Context: an optimization exercise on an open-source flow, tuned for a short achievable clock period and few clock cycles per item. The choices shown serve that exercise and are no tape-out recipe. Function was checked by simulation only, so behaviour that the tests miss may differ from the original. Power and IR drop assume default switching activity.

==> job 6133: inputs <==
Design top, start of the top module:
module top(
  input  wire         clk,
  input  wire         rstn,
  output wire [63:0]  pc,
  input  wire [31:0]  instr,
  output wire         this_ebreak,
  output wire         this_valid,
  output wire [63:0]  this_pc,
  output wire [31:0]  this_instr,
  output wire [63:0]  mm_addr,
  output wire [63:0]  mm_wdata,
  output wire [3:0]   mm_wlen,
  output wire         mm_wen,
  output wire         mm_ren,
  input  wire [63:0]  mm_rdata
);
clock: 10.0 ns
lec_check: 0
abc_area: 0
abc_clock_period_in_ps: 3000
cap_margin: 40
core_margin: 2
core_utilization: 40
setup_slack_margin: 5
slew_margin: 40
standard.sh (not shown) runs the stock make flow with config.mk's settings and CLKGATE_MAP_FILE= SYNTH_SCRIPT=/design/flow/synth_recipe.tcl, a recipe that flattens the netlist after the stock synthesis.
==> flow/flow/run.sh <==
#!/bin/bash
set -euo pipefail
bash standard.sh finish SETUP_SLACK_MARGIN=6.5 MATCH_CELL_FOOTPRINT=0 \
  "BUFFER_PORTS_ARGS=-buffer_cell sky130_fd_sc_hd__buf_8" > standard_flow.log 2>&1
==> job 6961: changes against job 6133 <==
--- a/flow/design.v
+++ b/flow/design.v
@@ -20,13 +20,16 @@
   reg  [63:0] e_pc;
   reg         e_ebreak;
   reg  [63:0] e_a;         
   reg  [63:0] e_b;         
   reg  [63:0] e_sd;        
   reg  [63:0] e_pc4;
-  reg  [63:0] e_alt;       
+  reg  [63:0] e_bjimm;     
+  reg         e_fix;       
+  reg  [3:0]  e_cb;        
+  reg         e_mEQ, e_mNE, e_mLT, e_mGE, e_mLTU, e_mGEU;
   reg         e_fa_m;      
   reg         e_fb_m;      
   reg         e_fs_m;      
   reg         e_inv;       
   reg         e_zok;       
   reg  [5:0]  e_sh;        
@@ -54,12 +57,14 @@
   reg  [3:0]  m_wlen;
   reg  [63:0] m_sd;
   reg  [63:0] m_addr;      
   reg         m_isjalr;
   reg         m_redir;
   reg  [63:0] m_alt;       
+  reg         m_mis;       
+  reg  [63:0] m_ftgt;      
   reg         m_valid;
   reg  [63:0] m_pc;
   reg  [31:0] m_instr;
   reg         m_ebreak;
   reg  [63:0] w_res;
   wire [63:0] w_next;
@@ -95,25 +100,17 @@
   wire [63:0] imm_j = {{43{instr[31]}}, instr[31], instr[19:12], instr[20], instr[30:21], 1'b0};
   wire [63:0] imm = op_store              ? imm_s :
                     (op_lui | op_auipc)   ? imm_u :
                                             imm_i;
   wire [63:0] f_pc4  = f_pc + 64'd4;
   wire [13:0] tb_lo  = {1'b0, f_pc[12:0]} + {1'b0, imm_b[12:0]};
-  wire [50:0] pb_hi  = f_pc[63:13];
-  wire [50:0] pb_hip = pb_hi + 51'd1;
-  wire [50:0] pb_him = pb_hi - 51'd1;
-  wire [50:0] tb_hi  = instr[31] ? (tb_lo[13] ? pb_hi  : pb_him)
-                                 : (tb_lo[13] ? pb_hip : pb_hi);
-  wire [63:0] tgt_b  = {tb_hi, tb_lo[12:0]};
   wire [21:0] tj_lo  = {1'b0, f_pc[20:0]} + {1'b0, imm_j[20:0]};
-  wire [42:0] pj_hi  = f_pc[63:21];
-  wire [42:0] pj_hip = pj_hi + 43'd1;
-  wire [42:0] pj_him = pj_hi - 43'd1;
-  wire [42:0] tj_hi  = instr[31] ? (tj_lo[21] ? pj_hi  : pj_him)
-                                 : (tj_lo[21] ? pj_hip : pj_hi);
-  wire [63:0] tgt_j  = {tj_hi, tj_lo[20:0]};
+  wire [63:0] tgt_bf = {f_pc[63:13], tb_lo[12:0]};
+  wire [63:0] tgt_jf = {f_pc[63:21], tj_lo[20:0]};
+  wire        bmf    = tb_lo[13] ^ instr[31];
+  wire        jmf    = tj_lo[21] ^ instr[31];
   wire [63:0] zt    = (e_a ^ e_b) ^ {e_a[62:0] | e_b[62:0], 1'b0};
   wire        zsum  = ~|zt;
   wire        zbr   = op_branch & (f3[2:1] == 2'b00) & (rs2 == 5'd0) &
                       e_zok & e_wen & (e_rd == rs1);
   wire        back_br = zbr ? (zsum ^ f3[0]) : (op_branch & instr[31]);
   wire        f_pred  = op_jal | back_br;
@@ -193,73 +190,74 @@
                      ({32{e_qw[2] & s01[31]}}) | ({32{e_qw[3] & s11[31]}});
   wire        r_cmp = |(e_ql & {1'b0, ls01, ls10, ls00}) | |(e_qu & {1'b0, lu01, lu10, lu00});
   wire [63:0] ex_res = {r_hi, r_lo} | r_oth_w | {63'd0, r_cmp};
   wire eq00 = &(e_a ^ e_b);
   wire eq10 = &(m_res ^ e_b);
   wire eq01 = e_a == m_res;
-  function br_taken(input [2:0] f, input eq, input lts, input ltu_);
-    case (f)
-      3'd0: br_taken = eq;
-      3'd1: br_taken = !eq;
-      3'd4: br_taken = lts;
-      3'd5: br_taken = !lts;
-      3'd6: br_taken = ltu_;
-      default: br_taken = !ltu_;
-    endcase
-  endfunction
-  wire tk00 = br_taken(e_f3, eq00, ls00, lu00);
-  wire tk10 = br_taken(e_f3, eq10, ls10, lu10);
-  wire tk01 = br_taken(e_f3, eq01, ls01, lu01);
-  wire tk11 = br_taken(e_f3, 1'b1, 1'b0, 1'b0);
-  wire taken = e_fa_m ? (e_fb_m ? tk11 : tk10) : (e_fb_m ? tk01 : tk00);
   wire redir  = m_redir;
   wire e_live = !redir;                       
-  wire ex_mis = e_branch & (taken != e_pred);
+  function br_mis(input eq, input lts, input ltu_);
+    br_mis = (e_mEQ & eq) | (e_mNE & !eq) | (e_mLT & lts) | (e_mGE & !lts) |
+             (e_mLTU & ltu_) | (e_mGEU & !ltu_);
+  endfunction
+  wire [63:0] e_tgt = e_pc + e_bjimm;
+  wire ex_mis = (e_cb[0] & br_mis(eq00, ls00, lu00)) | (e_cb[1] & br_mis(eq10, ls10, lu10)) |
+                (e_cb[2] & br_mis(eq01, ls01, lu01)) | (e_cb[3] & br_mis(1'b1, 1'b0, 1'b0));
   wire f_go = !stall & !redir;
   wire        use_j = !redir & !stall & op_jal;
   wire        use_b = !redir & !stall & back_br;
-  wire [63:0] m_tgt = m_isjalr ? m_addr : m_alt;
+  wire [63:0] m_tgt = m_isjalr ? m_addr : m_mis ? m_alt : m_ftgt;
   wire [63:0] pc_ot = redir ? m_tgt : stall ? f_pc : f_pc4;
   always @(posedge clk) begin
     if (!rstn) begin
       f_pc <= 64'h80000000;
     end else begin
-      f_pc <= ({64{use_j}} & tgt_j) | ({64{use_b}} & tgt_b) | ({64{!use_j & !use_b}} & pc_ot);
+      f_pc <= ({64{use_j}} & tgt_jf) | ({64{use_b}} & tgt_bf) | ({64{!use_j & !use_b}} & pc_ot);
     end
   end
   always @(posedge clk) begin
     if (!rstn) begin
       e_valid  <= 1'b0;
       e_ebreak <= 1'b0;
       e_wen    <= 1'b0;
       e_load   <= 1'b0;
       e_store  <= 1'b0;
       e_branch <= 1'b0;
+      e_cb     <= 4'd0;
+      e_fix    <= 1'b0;
       e_jalr   <= 1'b0;
     end else begin
       e_valid  <= f_go;
       e_ebreak <= f_go & op_ebreak;
       e_wen    <= f_go & wen & (rd != 5'd0);
       e_load   <= f_go & op_load;
       e_store  <= f_go & op_store;
       e_branch <= f_go & op_branch;
+      e_cb     <= {4{f_go & op_branch}} & fcase;
+      e_fix    <= f_go & ((op_jal & jmf) | (back_br & bmf));
       e_jalr   <= f_go & op_jalr;
     end
   end
   always @(posedge clk) begin
     e_instr  <= instr;
     e_pc     <= f_pc;
     e_pc4    <= f_pc4;
     e_a      <= a_rf ? rf1 : a_ot;
     e_b      <= b_rf ? (rf2 ^ {64{inv}}) : b_ot;
     e_bsign  <= use_imm ? imm[63] : rv2[63];
     e_inv    <= inv;
+    e_mEQ    <= (f3 == 3'd0 & !back_br) | (f3 == 3'd1 &  back_br);
+    e_mNE    <= (f3 == 3'd0 &  back_br) | (f3 == 3'd1 & !back_br);
+    e_mLT    <= (f3 == 3'd4 & !back_br) | (f3 == 3'd5 &  back_br);
+    e_mGE    <= (f3 == 3'd4 &  back_br) | (f3 == 3'd5 & !back_br);
+    e_mLTU   <= (f3 == 3'd6 & !back_br) | (f3 == 3'd7 &  back_br);
+    e_mGEU   <= (f3 == 3'd6 &  back_br) | (f3 == 3'd7 & !back_br);
     e_zok    <= (op_lui | op_auipc | (op_imm & f3 == 3'd0) | (op_reg & f3 == 3'd0 & !f7b)) & fcase[0];
     e_sh     <= {!word & (use_imm ? imm[5] : rv2[5]), use_imm ? imm[4:0] : rv2[4:0]};
     e_sd     <= rd2 ? rf2 : by2;
-    e_alt    <= back_br ? f_pc4 : tgt_b;
+    e_bjimm  <= op_jal ? imm_j : imm_b;
     e_pred   <= back_br;
     e_fa_m   <= fa_m;
     e_fb_m   <= fb_m;
     e_fs_m   <= fs_m;
     e_rd     <= rd;
     e_f3     <= f3;
@@ -281,31 +279,34 @@
     e_word   <= word;
   end
   always @(posedge clk) begin
     if (!rstn) begin
       m_wen    <= 1'b0;
       m_redir  <= 1'b0;
+      m_mis    <= 1'b0;
       m_ren    <= 1'b0;
       m_sten   <= 1'b0;
       m_load   <= 1'b0;
       m_valid  <= 1'b0;
       m_ebreak <= 1'b0;
     end else begin
       m_wen    <= e_wen & e_live;
-      m_redir  <= (e_jalr | ex_mis) & e_live;
+      m_redir  <= (e_jalr | ex_mis | e_fix) & e_live;
+      m_mis    <= ex_mis;
       m_ren    <= e_load & e_live;
       m_sten   <= e_store & e_live;
       m_load   <= e_load & e_live;
       m_valid  <= e_valid & e_live;
       m_ebreak <= e_ebreak & e_live;
     end
   end
   always @(posedge clk) begin
     m_res  <= ex_res;
-    m_alt   <= e_alt;
+    m_alt   <= e_pred ? e_pc4 : e_tgt;
     m_isjalr <= e_jalr;
+    m_ftgt   <= e_tgt;
     m_addr  <= sum;
     m_pc    <= e_pc;
     m_instr <= e_instr;
     m_rd   <= e_rd;
     m_f3   <= e_f3;
     m_sd   <= sd;
==> job 4664: changes against job 6133 <==
--- a/flow/design.v
+++ b/flow/design.v
@@ -25,13 +25,12 @@
   reg  [63:0] e_pc4;
   reg  [63:0] e_alt;       
   reg         e_fa_m;      
   reg         e_fb_m;      
   reg         e_fs_m;      
   reg         e_inv;       
-  reg         e_zok;       
   reg  [5:0]  e_sh;        
   reg         e_bsign;     
   reg  [4:0]  e_rd;
   reg         e_wen;
   reg         e_load;
   reg         e_store;
@@ -51,15 +50,14 @@
   reg  [2:0]  m_f3;
   reg         m_ren;
   reg         m_sten;
   reg  [3:0]  m_wlen;
   reg  [63:0] m_sd;
   reg  [63:0] m_addr;      
-  reg         m_isjalr;
   reg         m_redir;
-  reg  [63:0] m_alt;       
+  reg  [63:0] m_tgt;
   reg         m_valid;
   reg  [63:0] m_pc;
   reg  [31:0] m_instr;
   reg         m_ebreak;
   reg  [63:0] w_res;
   wire [63:0] w_next;
@@ -108,17 +106,13 @@
   wire [42:0] pj_hi  = f_pc[63:21];
   wire [42:0] pj_hip = pj_hi + 43'd1;
   wire [42:0] pj_him = pj_hi - 43'd1;
   wire [42:0] tj_hi  = instr[31] ? (tj_lo[21] ? pj_hi  : pj_him)
                                  : (tj_lo[21] ? pj_hip : pj_hi);
   wire [63:0] tgt_j  = {tj_hi, tj_lo[20:0]};
-  wire [63:0] zt    = (e_a ^ e_b) ^ {e_a[62:0] | e_b[62:0], 1'b0};
-  wire        zsum  = ~|zt;
-  wire        zbr   = op_branch & (f3[2:1] == 2'b00) & (rs2 == 5'd0) &
-                      e_zok & e_wen & (e_rd == rs1);
-  wire        back_br = zbr ? (zsum ^ f3[0]) : (op_branch & instr[31]);
+  wire        back_br = op_branch & instr[31];
   wire        f_pred  = op_jal | back_br;
   wire is_alu  = op_imm | op_reg | op_immw | op_regw;
   wire regop   = op_reg | op_regw;
   wire s_sub   = is_alu & f3 == 3'd0 & regop & f7b;
   wire s_add   = op_lui | op_auipc | op_load | op_store | (is_alu & f3 == 3'd0);
   wire s_sll   = is_alu & f3 == 3'd1;
@@ -148,15 +142,14 @@
   wire [63:0] b_ot = (use_imm ? imm : by2) ^ {64{inv}};
   wire fa_m = use_rs1 & e_wen & (e_rd == rs1);
   wire fs_m = e_wen & (e_rd == rs2);
   wire inv  = s_sub | s_slt | s_sltu | op_branch;
   wire fb_m = fs_m & !use_imm;
   wire [3:0] fcase = {fa_m & fb_m, !fa_m & fb_m, fa_m & !fb_m, !fa_m & !fb_m};
-  wire stall = (e_load & e_wen &
-                ((use_rs1 & e_rd == rs1) | (use_rs2 & e_rd == rs2))) |
-               ((s_sll | s_sr) & regop & fs_m);
+  wire stall = e_load & e_wen &
+               ((use_rs1 & e_rd == rs1) | (use_rs2 & e_rd == rs2));
   wire [63:0] a  = e_fa_m ? m_res : e_a;
   wire [63:0] bx = e_fb_m ? (m_res ^ {64{e_inv}}) : e_b;   
   wire [63:0] b  = bx ^ {64{e_inv}};                        
   wire [63:0] sd = e_fs_m ? m_res : e_sd;
   wire [64:0] s00 = {1'b0, e_a}   + {1'b0, e_b} + {64'd0, e_inv};
   wire [64:0] s10 = {1'b0, m_res} + {1'b0, e_b} + {64'd0, e_inv};
@@ -168,13 +161,14 @@
   wire        ltu = !sx[64];
   wire        lt  = (a[63] ^ bsign) ? a[63] : sum[63];
   wire lu00 = !s00[64], lu10 = !s10[64], lu01 = !s01[64];
   wire ls00 = (e_a[63]   ^ e_bsign)  ? e_a[63]   : s00[63];
   wire ls10 = (m_res[63] ^ e_bsign)  ? m_res[63] : s10[63];
   wire ls01 = (e_a[63]   ^ m_res[63]) ? e_a[63]  : s01[63];
-  wire [5:0]  shamt = e_sh;
+  wire [5:0]  shb   = e_fb_m ? m_res[5:0] : e_sh;
+  wire [5:0]  shamt = {e_word ? 1'b0 : shb[5], shb[4:0]};
   wire [63:0] sl    = a << shamt;
   wire [63:0] sr_in = e_word ? {(e_sra ? {32{a[31]}} : 32'd0), a[31:0]} : a;
   wire        sr_fill = e_sra & (e_word ? a[31] : a[63]);
   wire [127:0] sr_w = {{64{sr_fill}}, sr_in} >> shamt;
   wire [63:0] sr    = sr_w[63:0];
   wire [63:0] r_oth =
@@ -214,13 +208,12 @@
   wire redir  = m_redir;
   wire e_live = !redir;                       
   wire ex_mis = e_branch & (taken != e_pred);
   wire f_go = !stall & !redir;
   wire        use_j = !redir & !stall & op_jal;
   wire        use_b = !redir & !stall & back_br;
-  wire [63:0] m_tgt = m_isjalr ? m_addr : m_alt;
   wire [63:0] pc_ot = redir ? m_tgt : stall ? f_pc : f_pc4;
   always @(posedge clk) begin
     if (!rstn) begin
       f_pc <= 64'h80000000;
     end else begin
       f_pc <= ({64{use_j}} & tgt_j) | ({64{use_b}} & tgt_b) | ({64{!use_j & !use_b}} & pc_ot);
@@ -250,14 +243,13 @@
     e_pc     <= f_pc;
     e_pc4    <= f_pc4;
     e_a      <= a_rf ? rf1 : a_ot;
     e_b      <= b_rf ? (rf2 ^ {64{inv}}) : b_ot;
     e_bsign  <= use_imm ? imm[63] : rv2[63];
     e_inv    <= inv;
-    e_zok    <= (op_lui | op_auipc | (op_imm & f3 == 3'd0) | (op_reg & f3 == 3'd0 & !f7b)) & fcase[0];
-    e_sh     <= {!word & (use_imm ? imm[5] : rv2[5]), use_imm ? imm[4:0] : rv2[4:0]};
+    e_sh     <= use_imm ? imm[5:0] : rv2[5:0];
     e_sd     <= rd2 ? rf2 : by2;
     e_alt    <= back_br ? f_pc4 : tgt_b;
     e_pred   <= back_br;
     e_fa_m   <= fa_m;
     e_fb_m   <= fb_m;
     e_fs_m   <= fs_m;
@@ -298,14 +290,13 @@
       m_valid  <= e_valid & e_live;
       m_ebreak <= e_ebreak & e_live;
     end
   end
   always @(posedge clk) begin
     m_res  <= ex_res;
-    m_alt   <= e_alt;
-    m_isjalr <= e_jalr;
+    m_tgt   <= e_jalr ? sum : e_alt;
     m_addr  <= sum;
     m_pc    <= e_pc;
     m_instr <= e_instr;
     m_rd   <= e_rd;
     m_f3   <= e_f3;
     m_sd   <= sd;
==> summary of the runs <==
- Sequential cell count, highest first: job 6961, job 6133, job 4664.
- Between job 4664 and job 6133, the lower first-iteration DRC count is in job 4664 (gap about 3%, measured against job 6133).
- Job 4664 completed without violations. Job 6133 passed the timing, design-rule and antenna checks. Job 6961 passed the timing, design-rule and antenna checks.
- The lowest non-clock buffer count belongs to job 6961, the highest to job 4664.
- Critical path depth, lowest first: job 6961, job 4664, job 6133.
==> figures <==
metric                                                                            job 6961                 job 6133                 job 4664
Result of the run                                                  complete, no violations  complete, no violations  complete, no violations
Pwr per Cell Area                                                               177 mW/mm2               168 mW/mm2               170 mW/mm2
Minimum setup slack among reg-to-reg paths                                         5.44 ns                  5.50 ns                  5.64 ns
Slack of the critical path                                                         5.44 ns                  5.50 ns                  5.64 ns
Worst slack, placed                                                                3.50 ns                  3.51 ns                  3.53 ns
Fraction of post-synthesis cell area in the top cell type by area                    33.8%                    34.1%                    34.4%
Critical Path Stages                                                                    14                       16                       15
Number of clock-tree buffers in the layout                                             474                      450                      461
Per-cell via count in the routed design                                               6.82                     6.87                     6.90
Number of cell rows                                                                    247                      246                      245
Testbench counts of job 6133, summed over its fixed seeds: cycles 62,611, instrs 58,905.
Testbench counts of job 6961, summed over its fixed seeds: cycles 62,611, instrs 58,905.
Testbench counts of job 4664, summed over its fixed seeds: cycles 64,493, instrs 58,905.

[afterwards: timing with drivers on the ports]
The flow's constraints put no driver on any port. The routed layouts listed below were extracted and timed again, unchanged, in two steps. Step 1 (the two cells are an assumption about what drives the block):
set clk [get_ports {clk}]
set_driving_cell -lib_cell sky130_fd_sc_hd__clkbuf_16 $clk
set_driving_cell -lib_cell sky130_fd_sc_hd__buf_2 [delete_from_list [all_inputs] $clk]
Step 2 times the ports against the registers' clock, not the clock port: input delays grow and output delays shrink by t, the midpoint of the rising clock arrivals with the driver on. Three values: no drivers, after step 1, after step 2; two values: the first two.
run | t, ns | slack for setup (ns) | worst setup path at the end | slew at the worst register clock pin (ns) | pins driven straight from the clock port
job 6133 | 1.146 | 5.502 / 5.502 / 4.387 | input to register | 0.07 / 0.07 | 1
job 6961 | 1.127 | 5.436 / 5.436 / 4.560 | input to register | 0.08 / 0.08 | 1
job 4664 | 1.145 | 5.642 / 5.624 / 4.479 | input to register | 0.07 / 0.07 | 1
After both steps every run listed still meets setup and hold. For job 4664, which loses most, drivers alone change the setup slack by -0.018 ns; drivers and shift together by -1.163 ns.
